This design comes from an exercise in tuning for small area, a short achievable clock period and few clock cycles per item on the open sky130 flow, not from production work.
Only the layout flow was run in this run; the RTL was not checked for function there.
Power figures rest on the tool's default switching activity, not on a simulated workload.

### design/flow/run.sh
#!/bin/bash
# synth_recipe.tcl (not shown) runs the flow's synth.tcl, then flattens the netlist and writes it again
# the make line also repeats each setting of config.mk as NAME=value (left out here)
make -C /OpenROAD-flow-scripts/flow DESIGN_CONFIG=/design/flow/config.mk WORK_HOME=/design/flow/orfs CLKGATE_MAP_FILE= SYNTH_SCRIPT=/design/flow/synth_recipe.tcl finish
### design/flow/config.mk
export PLATFORM = sky130hd
export DESIGN_NAME = DCSformer
export DESIGN_NICKNAME = DCSformer
export VERILOG_FILES = /design/flow/design.v
export SDC_FILE = /design/flow/constraint.sdc
export NUM_CORES = 4
export LEC_CHECK = 0
export CAP_MARGIN = 20
export CORE_MARGIN = 2
export CORE_UTILIZATION = 30
export PLACE_DENSITY = 0.5
export SLEW_MARGIN = 20
### design/flow/constraint.sdc
create_clock -name core_clock -period 12.0 [get_ports {clk}]
set_input_delay 2.4000 -clock core_clock [delete_from_list [all_inputs] [get_ports {clk}]]
set_output_delay 2.4000 -clock core_clock [all_outputs]
set_load 0.01 [all_outputs]
### design/flow/design.v
module DCSformer(
	clk,
	rst_n,
	i_valid,
	w_valid,
	i_data,
	w_data,
	w_ready,
	o_valid,
	o_data
);
input               clk, rst_n, i_valid, w_valid;
input         [7:0] i_data, w_data;
output logic        w_ready, o_valid;
output logic [31:0] o_data;
localparam [2:0] S_IDLE = 3'd0, S_P1 = 3'd1, S_PRE = 3'd2, S_WAIT = 3'd3,
                 S_P2 = 3'd4, S_FIN = 3'd5, S_OUT = 3'd6;
function automatic [35:0] csa;
	input [17:0] x, y, z;
	begin
		csa = {((x & y) | (x & z) | (y & z)) << 1, x ^ y ^ z};
	end
endfunction
logic       iv_r, wv_r;
logic [7:0] id_r, wd_r;
always_ff @(posedge clk or negedge rst_n) begin
	if (!rst_n) begin
		iv_r <= 1'b0;
		wv_r <= 1'b0;
	end else begin
		iv_r <= i_valid;
		wv_r <= w_valid;
	end
end
always_ff @(posedge clk) begin
	id_r <= i_data;
	wd_r <= w_data;
end
logic [6:0] cnt;
always_ff @(posedge clk or negedge rst_n) begin
	if (!rst_n) cnt <= 7'd0;
	else if (iv_r) cnt <= cnt + 7'd1;
end
logic [111:0][7:0] xd;
always_ff @(posedge clk) xd <= {xd[110:0], id_r};
logic [2:0] st, st_n;
logic [2:0] s, s_n;      
logic       h, h_n;      
logic [2:0] oc;          
logic [3:0] wcnt;        
logic       wr;          
logic       s2_end;
logic [2:0] row_2, wr_row;
always_comb begin
	st_n = st;
	s_n  = s;
	h_n  = h;
	case (st)
		S_IDLE: begin
			s_n = 3'd0;
			h_n = 1'b0;
			if (wr && wr_row == 3'd7) st_n = S_P1;
		end
		S_P1: begin
			s_n = s + 3'd1;
			if (s == 3'd7) st_n = S_PRE;
		end
		S_PRE: begin
			s_n = 3'd0;
			h_n = 1'b0;
			st_n = (wcnt != 4'd0) ? S_P2 : S_WAIT;
		end
		S_WAIT: begin
			if (wcnt != 4'd0) st_n = S_P2;
		end
		S_P2: begin
			h_n = ~h;
			if (h) begin
				s_n = s + 3'd1;
				if (s == 3'd7) st_n = S_FIN;
			end
		end
		S_FIN: st_n = S_OUT;
		S_OUT: if (oc == 3'd7) st_n = S_IDLE;
		default: st_n = S_IDLE;
	endcase
end
logic q_p2, q_rrot, q_tadv, q_p1, q_p1clr, q_tload, q_arot, q_wcur;
logic s2_acc, s2_clr, s2_sh;
logic sel_tap, sel_lo, sel_hi, clrA;
always_ff @(posedge clk or negedge rst_n) begin
	if (!rst_n) begin
		st <= S_IDLE;
		s  <= 3'd0;
		h  <= 1'b0;
		oc <= 3'd0;
		q_p2 <= 1'b0; q_rrot <= 1'b0; q_tadv <= 1'b0; q_p1 <= 1'b0;
		q_p1clr <= 1'b0; q_tload <= 1'b0; q_arot <= 1'b0; q_wcur <= 1'b0;
		s2_acc <= 1'b0; s2_clr <= 1'b0; s2_sh <= 1'b0;
		sel_tap <= 1'b0; sel_lo <= 1'b0; sel_hi <= 1'b0; clrA <= 1'b0;
		s2_end <= 1'b0;
		wr     <= 1'b0;
		w_ready <= 1'b0;
		o_valid <= 1'b0;
	end else begin
		st <= st_n;
		s  <= s_n;
		h  <= h_n;
		oc <= (st == S_OUT) ? oc + 3'd1 : 3'd0;
		q_p2    <= (st_n == S_P2);
		q_rrot  <= (st_n == S_P1 && s_n != 3'd7) || (st_n == S_PRE) || (st_n == S_P2 && h_n);
		q_tadv  <= (st_n == S_PRE) || (st_n == S_P2 && h_n);
		q_wcur  <= (st_n == S_P2 && (st != S_P2 || h));
		q_p1    <= (st_n == S_P1);
		q_p1clr <= (st_n == S_P1 && s_n == 3'd0);
		q_tload <= (st_n == S_P1 && s_n == 3'd7);
		q_arot  <= (st_n == S_P1 && s_n != 3'd7) || (st == S_P2 && h) || (st_n == S_OUT);
		s2_acc  <= iv_r | (st == S_P2);
		s2_clr  <= iv_r ? (cnt[3:0] == 4'd0) : (st == S_P2 && s == 3'd0 && !h);
		s2_sh   <= (st == S_P2) & h;
		sel_tap <= (st_n == S_P1);
		sel_lo  <= iv_r | (st == S_P2 && !h);
		sel_hi  <= (st == S_P2 && h);
		clrA    <= (iv_r && cnt[3:0] == 4'd0) || (st == S_P2 && s == 3'd0 && !h) ||
		           (st_n == S_P1 && s_n == 3'd0);
		s2_end  <= iv_r & (cnt[3:0] == 4'd15);
		wr      <= s2_end;
		w_ready <= iv_r && (cnt == 7'd125);
		o_valid <= (st_n == S_OUT);
	end
end
always_ff @(posedge clk) begin
	row_2  <= cnt[6:4];
	wr_row <= row_2;
end
logic [7:0][7:0] wbuf;
logic [7:0]      wcur;
always_ff @(posedge clk or negedge rst_n) begin
	if (!rst_n) wcnt <= 4'd0;
	else if (st == S_OUT) wcnt <= 4'd0;
	else if (wv_r) wcnt <= wcnt + 4'd1;
end
always_ff @(posedge clk) begin
	if (wv_r) wbuf[wcnt[2:0]] <= wd_r;
	if (st_n == S_P2 && (st != S_P2 || h)) wcur <= wbuf[s_n];
end
logic [7:0][19:0] acc20;    
logic [7:0][19:0] C0, C1, C2, C3;
logic [3:0][19:0] C4;
logic wrA0, wrA1, wrA2, wrA3, wrA4, wrB1, wrB2, wrB3;
assign wrA0 = wr;
assign wrA1 = wr && wr_row >= 3'd1;
assign wrA2 = wr && wr_row >= 3'd2;
assign wrA3 = wr && wr_row >= 3'd3;
assign wrA4 = wr && wr_row >= 3'd4;
assign wrB3 = wr && wr_row >= 3'd5;
assign wrB2 = wr && wr_row >= 3'd6;
assign wrB1 = wr && wr_row == 3'd7;
always_ff @(posedge clk) begin
	if (q_rrot || wrA0) C0 <= {(q_rrot ? C0[0] : acc20[0]), C0[7:1]};
	if (q_rrot || wrA1) C1[6:0] <= {(q_rrot ? C1[7] : acc20[1]), C1[6:1]};
	if (q_rrot || wrB1) C1[7]   <= q_rrot ? C1[0] : acc20[7];
	if (q_rrot || wrA2) C2[5:0] <= {(q_rrot ? C2[6] : acc20[2]), C2[5:1]};
	if (q_rrot || wrB2) C2[7:6] <= {(q_rrot ? C2[0] : acc20[6]), C2[7]};
	if (q_rrot || wrA3) C3[4:0] <= {(q_rrot ? C3[5] : acc20[3]), C3[4:1]};
	if (q_rrot || wrB3) C3[7:5] <= {(q_rrot ? C3[0] : acc20[5]), C3[7:6]};
	if (q_rrot || wrA4) C4 <= {(q_rrot ? C4[0] : acc20[4]), C4[3:1]};
end
logic [7:0][19:0] tap, tapn;
assign tap[0] = C0[0]; assign tapn[0] = C0[1];
assign tap[1] = C1[7]; assign tapn[1] = C1[0];
assign tap[2] = C2[6]; assign tapn[2] = C2[7];
assign tap[3] = C3[5]; assign tapn[3] = C3[6];
assign tap[4] = C4[0]; assign tapn[4] = C4[1];
assign tap[5] = C3[0]; assign tapn[5] = C3[1];
assign tap[6] = C2[0]; assign tapn[6] = C2[1];
assign tap[7] = C1[0]; assign tapn[7] = C1[1];
logic [7:0][30:0] acc, sum;
logic [7:0][19:0] tr;       
logic [7:0]       mask;
genvar m;
generate
	for (m = 0; m < 8; m = m + 1) begin : lane
		logic [9:0]  a;
		logic [7:0]  b;
		logic [7:0]  xtap;
		logic [35:0] l1a, l1b, l2a, l2b, l3, l4;
		logic [17:0] ps, pc;
		logic [30:0] A, T1, T2;
		if (m == 0) begin : g0
			assign xtap = id_r;
		end else begin : gm
			assign xtap = xd[16*m-1];
		end
		assign a = q_p2 ? (h ? tap[m][19:10] : tap[m][9:0]) : {2'b00, id_r};
		assign b = q_p2 ? (mask[m] ? wcur : 8'd0) : xtap;
		wire [17:0] pp0 = {8'd0, (a & {10{b[0]}})};
		wire [17:0] pp1 = {7'd0, (a & {10{b[1]}}), 1'd0};
		wire [17:0] pp2 = {6'd0, (a & {10{b[2]}}), 2'd0};
		wire [17:0] pp3 = {5'd0, (a & {10{b[3]}}), 3'd0};
		wire [17:0] pp4 = {4'd0, (a & {10{b[4]}}), 4'd0};
		wire [17:0] pp5 = {3'd0, (a & {10{b[5]}}), 5'd0};
		wire [17:0] pp6 = {2'd0, (a & {10{b[6]}}), 6'd0};
		wire [17:0] pp7 = {1'd0, (a & {10{b[7]}}), 7'd0};
		assign l1a = csa(pp0, pp1, pp2);
		assign l1b = csa(pp3, pp4, pp5);
		assign l2a = csa(l1a[17:0], l1a[35:18], l1b[17:0]);
		assign l2b = csa(l1b[35:18], pp6, pp7);
		assign l3  = csa(l2a[17:0], l2a[35:18], l2b[17:0]);
		assign l4  = csa(l3[17:0], l3[35:18], l2b[35:18]);
		always_ff @(posedge clk) begin
			ps <= l4[17:0];
			pc <= l4[35:18];
		end
		assign A  = clrA ? 31'd0 : acc[m];
		assign T1 = ({31{sel_tap}} & {11'd0, tap[m]}) |
		            ({31{sel_lo}}  & {13'd0, ps}) |
		            ({31{sel_hi}}  & {3'd0, ps, 10'd0});
		assign T2 = ({31{sel_lo}}  & {13'd0, pc}) |
		            ({31{sel_hi}}  & {3'd0, pc, 10'd0});
		assign sum[m] = A + T1 + T2;
		always_ff @(posedge clk) begin
			acc[m] <= q_arot ? sum[(m+7)%8] : sum[m];
			if (q_tload) begin
				tr[m] <= sum[m][22:3];
			end else if (q_tadv) begin
				tr[m] <= tr[(m+7)%8];
			end
			if (q_tadv) mask[m] <= tapn[m] >= tr[(m+7)%8];
		end
		assign acc20[m] = acc[m][19:0];
	end
endgenerate
assign o_data = {1'b0, acc[0]};
endmodule
==> run summary <==
-- critical path, cell delays in order (launching register included) --
cell	delay [ps]
dfrtp_4	670
inv_6	360
buf_4	630
buf_4	670
nand2_1	160
fa_1	520
inv_1	40
ha_1	430
nand3_1	150
or3_1	410
a211oi_1	340
o22ai_1	270
o31ai_1	380
a21o_1	240
nand3_1	160
xor2_1	680
o21ai_0	160
-- per-stage QoR --
stage	hold WS (ps)	utilization [%]
CTS	306	34.3
global placement	310	31.7
global route	308	34.3
detailed placement	312	31.8
floorplan	310	-
finish	299	34.4
-- kinds of logic (layout without fill, tap and decap cells) --
family / after synthesis / after routing / share of synthesized area [%]
other cells: 1 / 22 / 0.00350
fa+ha+maj: 1149 / 1149 / 17.5
compound gates: 1479 / 1479 / 9.23
xor+xnor: 217 / 217 / 1.78
flops: 2402 / 2402 / 54.1
mux: 398 / 398 / 4.07
buf+inv: 1227 / 1505 / 4.42
simple gates: 2194 / 2194 / 8.92
-- layout make-up --
type                       count  area, µm²
antenna                       21       52.6
clock inverter               131       1580
inverter                     895       3370
tap                         4751       5940
timing repair buffer         127       1150
fill                       35368     233000
clock buffer                 352       7580
sequential                  2402      57900
multi-input combinational   5438      44600
-- cell usage after synthesis, types with 143 or more instances --
master / instances / area, µm²
a21o_1: 200 / 1500
a21oi_1: 318 / 1590
clkbuf_1: 246 / 923
dfxtp_1: 1406 / 28100
edfxtp_1: 960 / 28800
fa_1: 584 / 11700
ha_1: 565 / 7070
inv_1: 892 / 3350
mux2_2: 298 / 3360
nand2_1: 1295 / 4860
nor2_1: 349 / 1310
nor2b_1: 146 / 913
o21ai_0: 317 / 1590
xnor2_1: 143 / 1250
-- layer usage --
layer	vias up	part of all wire (%)	GRT usage, %
li1	30925	-	-
met1	34246	44	25.3
met2	2406	45	29.6
met3	504	6.7	2.97
met4	10	3.9	7.24
met5	-	0.10	0
-- flip-flops by register name, summed over array words and instances, names as in the netlist, 64 cells and up --
signal   cells
xd         896
C1         160
acc        248
lane.ps    136
C3         160
C0         160
wbuf        64
C4          80
lane.pc    104
tr         160
C2         160
-- worst max path at each step --
stage / startpoint / end / slack (ps)
floorplan: q_rrot / C1[0] / 7440
global placement: clrA / acc[185] / 5570
detailed placement: clrA / acc[183] / 5590
CTS: clrA / acc[183] / 5550
global route: clrA / acc[185] / 5340
finish: clrA / acc[185] / 5400
-- power by group --
group          internal (mW)  switching (mW)  total [mW]
Combinational           2.96            5.50        8.46
Sequential              9.43           0.741        10.2
Clock                   5.02            3.47        8.49
==> results.ini <==
[timing]
period_share_pct=55.0
tightest_slew_ps=1250
fin_setup_tns_ps=0
min_period_ps=6600
finalHoldViolCount=0
setup_violations=0
layout_setup_ws_ps=5400
skew_ps=49.6
rsz0062_at_grt=false
final_max_slew_viol_count=0
max_freq_mhz=151
relSlewSlack_pct=16.1

[die]
fp.dieH_um=601
ios=54
core_mm2=0.356
rows=219
start_util_pct=30.1
die_w_um=601
design.die.area_mm2=0.362

[placed_design]
io_buffers=52
routabilityCongestion=0.933
dp_cells=13613
dp_slack_ps=5590
place_area_mm2=0.113
dp_hpwl_mm=257

[setup_path]
path_class=flop to flop
endpoint_kind=flop
cp_data_required_time_ps=12740
crit_arrival_ps=7350
path_max_fanout=51
reg2reg_depth=16
rr_endpoint=acc[185]
crit_path_start_kind=flop
timing.rr.start=clrA
reg2reg_setup_slack_ps=5400

[clock_network]
htreeDepth=5
cts.sinks=2402
cts_tree=done
hold_buffers=0
cts-root-buf=clkbuf_16
cts_resized=0
cts_setup_buffers=0
cts_made_buffers=267
max-clock-path-buffers=4
path_clk_slew_ps=60
clk_latency_ps=900

[drt]
via_per_inst=4.82
vias=68091
wl_mm=343
drc=0
wl_per_cell_um=24.3
dr.pass1.iters=9
ant_nets=0
drt_iter0_drc=6759

[layout]
fin_cells=14117
drive_above_1_share_pct=9.30
layout_common_cells=dfxtp_1, nand2_1, edfxtp_1
fin_nets=10300
syn2layout_area_growth_pct=14.1
final_area_mm2=0.122
layout_commonest_cell=dfxtp_1

[pwr]
p_leak_nw=51.4
power_density_mw_per_mm2=222
power_mw=27.1
vdd_drop_max_uv=138

[worst_hold_path]
hold_path.class=flop to flop
hp-start=xd[530]
hold_end=xd[538]
holdPathStages=0

[synthesis]
syn_avg_cell_area_um2=11.8
synthesis.area_mm2=0.107
ys_seq_elements=2402
ys.flop_type=dfxtp_1
async_flop_share_pct=1.50
ys_types=95
yosysSeqAreaShare_pct=54.1
synth-edff-count=960
synth_warnings=1
synth_nets=10236
syn_inst=9067

[global_routing]
grt_use_total_pct=18.6
grt_pass1_wl_mm=491
grt_max_degree=138
grt_pass1_vias=68843
overflow=0
antenna_found_initial=24

[job]
drv_cap=0

[outcome]
outcome=no timing/DRC/antenna violations

[what the ideal ports hide]
The results above use ideal ports. As a check the final layout listed here was re-extracted and re-timed, cells and wires unchanged. Step 1 assumes that a clkbuf_16 drives the clock port and a buf_2 every other input. Step 2 moves the port delays by t, midway between the first and last clock arrival at a register: inputs arrive t later, outputs are due t later. That takes back most of the time a late clock gives input paths. a / b / c = ideal / step 1 / step 2; a / b = the first two.
t, ns: 0.988
slack for setup (ns): 5.396 / 5.396 / 5.396
worst data-port slew with drivers (ns): 0.08
After both steps this run still meets setup and hold. The setup slack of this run moves by 0.000 ns with the drivers and by 0.000 ns with both steps.
